Context: an optimization exercise on an open-source flow, tuned for small area. The choices shown serve that exercise and are no tape-out recipe. Only simulation tests tie the RTL to the original design; equivalence was not proved. Power is estimated from default activity; no workload was simulated.

==> inputs of job 3225 <==
## fifo
module fifo #(parameter WIDTH = 16,parameter DEPTH=16)
(input logic[WIDTH-1:0] fifo_data_in,input logic rst_,fifo_write,fifo_read,clk,
output logic[WIDTH-1:0] fifo_data_out,output logic fifo_full,fifo_empty);
==> module fifo_ao22, before the edit <==
module fifo_ao22 (input logic a1, a2, b1, b2, output logic y);    
	assign y = a1 & a2 | b1 & b2;
endmodule
==> module fifo_aoi222, before the edit <==
module fifo_aoi222 (input logic a1, a2, b1, b2, c1, c2, output logic y);   
	assign y = !(a1 & a2 | b1 & b2 | c1 & c2);
endmodule
==> module fifo_ao211, before the edit <==
module fifo_ao211 (input logic a1, a2, b, c, output logic y);    
	assign y = a1 & a2 | b | c;
endmodule
==> module fifo_ao21, before the edit <==
module fifo_ao21 (input logic a1, a2, b, output logic y);    
	assign y = a1 & a2 | b;
endmodule
==> module fifo_ao32, before the edit <==
module fifo_ao32 (input logic a1, a2, a3, b1, b2, output logic y);   
	assign y = a1 & a2 & a3 | b1 & b2;
endmodule
==> module fifo_inv, before the edit <==
module fifo_inv (input logic a, output logic y);
	assign y = !a;
endmodule
==> module fifo_nand4, before the edit <==
module fifo_nand4 (input logic a, b, c, d, output logic y);
	assign y = !(a & b & c & d);
endmodule
==> module fifo_nor2, before the edit <==
module fifo_nor2 (input logic a, b, output logic y);
	assign y = !(a | b);
endmodule
==> module fifo_and3, before the edit <==
module fifo_and3 (input logic a, b, c, output logic y);
	assign y = a & b & c;
endmodule
==> module fifo_andn, before the edit <==
module fifo_andn (input logic a, b, output logic y);
	assign y = !a & b;
endmodule
==> module fifo_nor2and, before the edit <==
module fifo_nor2and (input logic a, b, c, output logic y);
	assign y = !a & !b & c;
endmodule
==> module fifo_xor2, before the edit <==
module fifo_xor2 (input logic a, b, output logic y);
	assign y = a ^ b;
endmodule
==> module fifo_ctrl, before the edit <==
module fifo_ctrl (input logic [4:0] top, input logic fifo_read, fifo_write,
	output logic fifo_full, pop, keep, push, npush, output logic [15:0] sel,
	output logic [4:0] top_d);
	logic na4, a4, u3;
	logic [3:0] nt, lo, hi;
	logic [4:0] tg;
	fifo_nand4   u_na4 (top[0], top[1], top[2], top[3], na4);
	fifo_nor2    u_full (top[4], na4, fifo_full);
	fifo_andn    u_pop (top[4], fifo_read, pop);
	fifo_inv     u_keep (pop, keep);
	fifo_nor2and u_push (pop, fifo_full, fifo_write, push);
	fifo_inv     u_npush (push, npush);
	for (genvar i = 0; i < 4; i++) begin : inv
		fifo_inv u_nt (top[i], nt[i]);
	end
	fifo_nor2    u_lo0 (top[1], top[0], lo[0]);
	fifo_nor2    u_lo1 (top[1], nt[0], lo[1]);
	fifo_nor2    u_lo2 (nt[1], top[0], lo[2]);
	fifo_nor2    u_lo3 (nt[1], nt[0], lo[3]);
	fifo_nor2    u_hi0 (top[3], top[2], hi[0]);
	fifo_nor2    u_hi1 (top[3], nt[2], hi[1]);
	fifo_nor2    u_hi2 (nt[3], top[2], hi[2]);
	fifo_nor2    u_hi3 (nt[3], nt[2], hi[3]);
	for (genvar i = 0; i < 16; i++) begin : dec
		fifo_and3 u_sel (pop, hi[i/4], lo[i%4], sel[i]);
	end
	fifo_nand2   u_any (npush, keep, tg[0]);
	fifo_ao22    u_t1 (push, top[0], pop, nt[0], tg[1]);
	fifo_ao32    u_t2 (push, top[0], top[1], pop, lo[0], tg[2]);
	fifo_and3    u_u3 (top[0], top[1], top[2], u3);
	fifo_ao32    u_t3 (pop, lo[0], nt[2], push, u3, tg[3]);
	fifo_inv     u_a4 (na4, a4);
	fifo_ao21    u_t4 (push, a4, sel[0], tg[4]);
	for (genvar i = 0; i < 5; i++) begin : cnt
		fifo_xor2 u_x (top[i], tg[i], top_d[i]);
	end
endmodule
==> module fifo, before the edit <==
module fifo #(parameter WIDTH = 16,parameter DEPTH=16)
(input logic[WIDTH-1:0] fifo_data_in,input logic rst_,fifo_write,fifo_read,clk,
output logic[WIDTH-1:0] fifo_data_out,output logic fifo_full,fifo_empty);
logic [DEPTH-1:0][WIDTH-1:0] memory, mem_d;
logic [4:0] top, top_d;
logic pop, push, npush, keep;
logic [DEPTH-1:0] sel;
logic [WIDTH-1:0] rd_data;
assign fifo_empty = top[4];
fifo_ctrl u_ctrl (.top(top), .fifo_read(fifo_read), .fifo_write(fifo_write),
	.fifo_full(fifo_full), .pop(pop), .keep(keep), .push(push), .npush(npush),
	.sel(sel), .top_d(top_d));
for (genvar i = 0; i < DEPTH; i++) begin : row
	for (genvar b = 0; b < WIDTH; b++) begin : bit_
		if (i == 0) begin : first
			fifo_ao22 u_nx (memory[i][b], npush, fifo_data_in[b], push, mem_d[i][b]);
		end else begin : next
			fifo_ao22 u_nx (memory[i][b], npush, memory[i-1][b], push, mem_d[i][b]);
		end
	end
end
for (genvar b = 0; b < WIDTH; b++) begin : col
	logic [DEPTH-1:0] q;
	for (genvar i = 0; i < DEPTH; i++) begin : r
		assign q[i] = memory[i][b];
	end
	fifo_rdbit u_rd (.q(q), .sel(sel), .keep(keep), .cur(fifo_data_out[b]), .y(rd_data[b]));
end
always_ff @(posedge clk) memory <= mem_d;
always_ff @(posedge clk, negedge rst_) begin
	if (!rst_) begin
		top <= '1;
		fifo_data_out <= 0;
	end
	else begin
		top <= top_d;
		fifo_data_out <= rd_data;
	end
end
endmodule
export LEC_CHECK = 0
export CAP_MARGIN = 20
export CORE_MARGIN = 2
export CORE_UTILIZATION = 60
export SLEW_MARGIN = 20
export SYNTH_HIERARCHICAL = 1
export SYNTH_MINIMUM_KEEP_SIZE = 0
create_clock -name core_clock -period 5.0 [get_ports {clk}]
standard.sh (not shown) runs the stock make flow with config.mk's settings and CLKGATE_MAP_FILE= SYNTH_SCRIPT=/design/flow/synth_recipe.tcl, a recipe that flattens the netlist after the stock synthesis.
==> flow/flow/run.sh <==
#!/bin/bash
# The standard layout with two changes: the port buffers are the smallest
# buffer, and the clock tree is built from small clusters of clkbuf_4
# leaves under a clkbuf_8 root, without dummy loads.
set -euo pipefail
P=sky130_fd_sc_hd__
bash standard.sh \
  "BUFFER_PORTS_ARGS=-buffer_cell ${P}buf_1" \
  "CTS_ARGS=-sink_clustering_enable -sink_clustering_size 10 -sink_clustering_max_diameter 100 -buf_list ${P}clkbuf_4 -root_buf ${P}clkbuf_8 -dont_use_dummy_load -repair_clock_nets" \
  finish > standard_finish.log 2>&1
==> job 2074: changes against job 3225 <==
==> flow/design.v (replaced) <==
module fifo_ao22 (input logic a, b, c, d, output logic y);
	assign y = a & b | c & d;
endmodule
module fifo_aoi222 (input logic a1, a2, b1, b2, c1, c2, output logic y);
	assign y = !(a1 & a2 | b1 & b2 | c1 & c2);
endmodule
module fifo_nand2 (input logic a, b, output logic y);
	assign y = !(a & b);
endmodule
module fifo_nand3 (input logic a, b, c, output logic y);
	assign y = !(a & b & c);
endmodule
module fifo_ao211 (input logic a1, a2, b, c, output logic y);
	assign y = a1 & a2 | b | c;
endmodule
module fifo_rdbit (input logic [15:0] q, sel, input logic keep, cur, output logic y);
	logic [5:0] g;
	logic n0, n1;
	fifo_aoi222 u_g0 (q[0],  sel[0],  q[1],  sel[1],  q[2],  sel[2],  g[0]);
	fifo_aoi222 u_g1 (q[3],  sel[3],  q[4],  sel[4],  q[5],  sel[5],  g[1]);
	fifo_aoi222 u_g2 (q[6],  sel[6],  q[7],  sel[7],  q[8],  sel[8],  g[2]);
	fifo_aoi222 u_g3 (q[9],  sel[9],  q[10], sel[10], q[11], sel[11], g[3]);
	fifo_aoi222 u_g4 (q[12], sel[12], q[13], sel[13], q[14], sel[14], g[4]);
	fifo_nand2  u_g5 (q[15], sel[15], g[5]);
	fifo_nand3  u_n0 (g[0], g[1], g[2], n0);
	fifo_nand3  u_n1 (g[3], g[4], g[5], n1);
	fifo_ao211  u_o  (cur, keep, n0, n1, y);
endmodule
module fifo #(parameter WIDTH = 16,parameter DEPTH=16)
(input logic[WIDTH-1:0] fifo_data_in,input logic rst_,fifo_write,fifo_read,clk,
output logic[WIDTH-1:0] fifo_data_out,output logic fifo_full,fifo_empty);
logic [WIDTH-1:0] memory [0:DEPTH-1];
logic [WIDTH-1:0] mem_d [0:DEPTH-1];
logic [$clog2(DEPTH):0] top;
logic pop, push, npush, keep;
logic [DEPTH-1:0] sel;
logic [WIDTH-1:0] rd_data;
always_comb begin
	fifo_empty = top[$clog2(DEPTH)];
	fifo_full = top == DEPTH - 1;
	pop = fifo_read && !fifo_empty;
	push = fifo_write && !pop && !fifo_full;
	npush = !push;
	keep = !pop;
	for (int i = 0; i < DEPTH; i++) sel[i] = pop && top[$clog2(DEPTH)-1:0] == i;
end
for (genvar i = 0; i < DEPTH; i++) begin : row
	for (genvar b = 0; b < WIDTH; b++) begin : bit_
		fifo_ao22 u_nx (.a(memory[i][b]), .b(npush),
			.c(i == 0 ? fifo_data_in[b] : memory[i == 0 ? 0 : i-1][b]), .d(push),
			.y(mem_d[i][b]));
	end
end
for (genvar b = 0; b < WIDTH; b++) begin : col
	logic [DEPTH-1:0] q;
	for (genvar i = 0; i < DEPTH; i++) assign q[i] = memory[i][b];
	fifo_rdbit u_rd (.q(q), .sel(sel), .keep(keep), .cur(fifo_data_out[b]), .y(rd_data[b]));
end
always_ff @(posedge clk) begin
	for (int i = 0; i < DEPTH; i++) memory[i] <= mem_d[i];
end
always_ff @(posedge clk, negedge rst_) begin
	if (!rst_) begin
		top <= '1;
		fifo_data_out <= 0;
	end
	else begin
		fifo_data_out <= rd_data;
		if (pop)
			top <= top - 1;
		else if (push)
			top <= top + 1;
	end
end
endmodule
==> flow/run.sh (new file) <==
#!/bin/bash
# synth_recipe.tcl (not shown) runs the flow's synth.tcl, then flattens the netlist and writes it again
# the make line also repeats each setting of config.mk as NAME=value (left out here)
make -C /OpenROAD-flow-scripts/flow DESIGN_CONFIG=/design/flow/config.mk WORK_HOME=/design/flow/orfs CLKGATE_MAP_FILE= SYNTH_SCRIPT=/design/flow/synth_recipe.tcl finish
CORE_UTILIZATION = 40   (was 60)
removed: flow/flow/run.sh
removed: flow/standard.sh
==> job 7495: changes against job 3225 <==
--- a/flow/design.v
+++ b/flow/design.v
@@ -32,9 +32,21 @@
 	assign y = a & b & c;
 endmodule
+module fifo_or2 (input logic a, b, output logic y);
+	assign y = a | b;
+endmodule
 module fifo_andn (input logic a, b, output logic y);
 	assign y = !a & b;
 endmodule
+module fifo_orn (input logic a, b, output logic y);
+	assign y = a | !b;
+endmodule
 module fifo_nor2and (input logic a, b, c, output logic y);
 	assign y = !a & !b & c;
+endmodule
+module fifo_nand3n (input logic a, b, c, output logic y);
+	assign y = !(!a & b & c);
+endmodule
+module fifo_or3n (input logic a, b, c, output logic y);
+	assign y = a | b | !c;
 endmodule
 module fifo_xor2 (input logic a, b, output logic y);
@@ -57,6 +69,6 @@
 	output logic fifo_full, pop, keep, push, npush, output logic [15:0] sel,
 	output logic [4:0] top_d);
-	logic na4, a4, u3;
-	logic [3:0] nt, lo, hi;
+	logic na4, a4, n0, d2, u3, d3;
+	logic [3:0] nlo, nhi;
 	logic [4:0] tg;
 	fifo_nand4   u_na4 (top[0], top[1], top[2], top[3], na4);
@@ -66,23 +78,23 @@
 	fifo_nor2and u_push (pop, fifo_full, fifo_write, push);
 	fifo_inv     u_npush (push, npush);
-	for (genvar i = 0; i < 4; i++) begin : inv
-		fifo_inv u_nt (top[i], nt[i]);
-	end
-	fifo_nor2    u_lo0 (top[1], top[0], lo[0]);
-	fifo_nor2    u_lo1 (top[1], nt[0], lo[1]);
-	fifo_nor2    u_lo2 (nt[1], top[0], lo[2]);
-	fifo_nor2    u_lo3 (nt[1], nt[0], lo[3]);
-	fifo_nor2    u_hi0 (top[3], top[2], hi[0]);
-	fifo_nor2    u_hi1 (top[3], nt[2], hi[1]);
-	fifo_nor2    u_hi2 (nt[3], top[2], hi[2]);
-	fifo_nor2    u_hi3 (nt[3], nt[2], hi[3]);
+	fifo_or2     u_lo0 (top[1], top[0], nlo[0]);
+	fifo_orn     u_lo1 (top[1], top[0], nlo[1]);
+	fifo_orn     u_lo2 (top[0], top[1], nlo[2]);
+	fifo_nand2   u_lo3 (top[1], top[0], nlo[3]);
+	fifo_or3n    u_hi0 (top[3], top[2], pop, nhi[0]);
+	fifo_nand3n  u_hi1 (top[3], top[2], pop, nhi[1]);
+	fifo_nand3n  u_hi2 (top[2], top[3], pop, nhi[2]);
+	fifo_nand3   u_hi3 (top[3], top[2], pop, nhi[3]);
 	for (genvar i = 0; i < 16; i++) begin : dec
-		fifo_and3 u_sel (pop, hi[i/4], lo[i%4], sel[i]);
+		fifo_nor2 u_sel (nhi[i/4], nlo[i%4], sel[i]);
 	end
 	fifo_nand2   u_any (npush, keep, tg[0]);
-	fifo_ao22    u_t1 (push, top[0], pop, nt[0], tg[1]);
-	fifo_ao32    u_t2 (push, top[0], top[1], pop, lo[0], tg[2]);
+	fifo_inv     u_n0 (top[0], n0);
+	fifo_ao22    u_t1 (push, top[0], pop, n0, tg[1]);
+	fifo_nor2    u_d2 (top[0], top[1], d2);
+	fifo_ao32    u_t2 (push, top[0], top[1], pop, d2, tg[2]);
 	fifo_and3    u_u3 (top[0], top[1], top[2], u3);
-	fifo_ao32    u_t3 (pop, lo[0], nt[2], push, u3, tg[3]);
+	fifo_nor2    u_d3 (nlo[0], top[2], d3);
+	fifo_ao22    u_t3 (push, u3, pop, d3, tg[3]);
 	fifo_inv     u_a4 (na4, a4);
 	fifo_ao21    u_t4 (push, a4, sel[0], tg[4]);
==> summary of the runs <==
- Clock skew: job 3225 > job 7495 > job 2074.
- Clock power: job 2074 > job 3225 > job 7495.
- Between job 2074 and job 3225, the lower cell count is in job 3225 (gap 18%, measured against job 3225).
- Register-to-register slack, lowest first: job 7495, job 3225, job 2074.
- Between job 3225 and job 7495, the lower fmax is in job 7495 (gap about 1.8%, measured against job 7495).
- The highest final area belongs to job 2074, the lowest to job 3225.
- Sequential share of layout area, highest first: job 3225, job 7495, job 2074.
- Utilization: job 2074 is lower than job 3225 (17 points).

==> separate check: timing with driven ports <==
In the flow no input, the clock included, has a driving cell. The finished layouts below were timed again as built, in two steps.
Step 1 sets driving cells, clkbuf_16 on the clock port and buf_2 on the other inputs (assumed; they add their load-dependent delay and slew).
Step 2 adds t to the input delays and takes it off the output delays; t is the mean of the earliest and latest rising clock arrival at the registers after step 1. Input paths then give back, and output paths get back, about the clock's delay inside the block.
a / b / c = ideal ports / drivers / drivers and shift; a / b = the first two.
run | shift t [ns] | slack for setup (ns) | hold WS [ns]
job 3225 | 0.581 | 2.141 / 2.105 / 1.839 | 0.401 / 0.387 / 0.475
job 2074 | 0.579 | 1.753 / 1.710 / 1.295 | 0.489 / 0.489 / 0.489
job 7495 | 0.571 | 2.090 / 2.090 / 1.581 | 0.413 / 0.400 / 0.495
After both steps every run listed still meets setup and hold. For job 7495, which loses most, drivers alone change the setup slack by 0.000 ns; drivers and shift together by -0.509 ns.
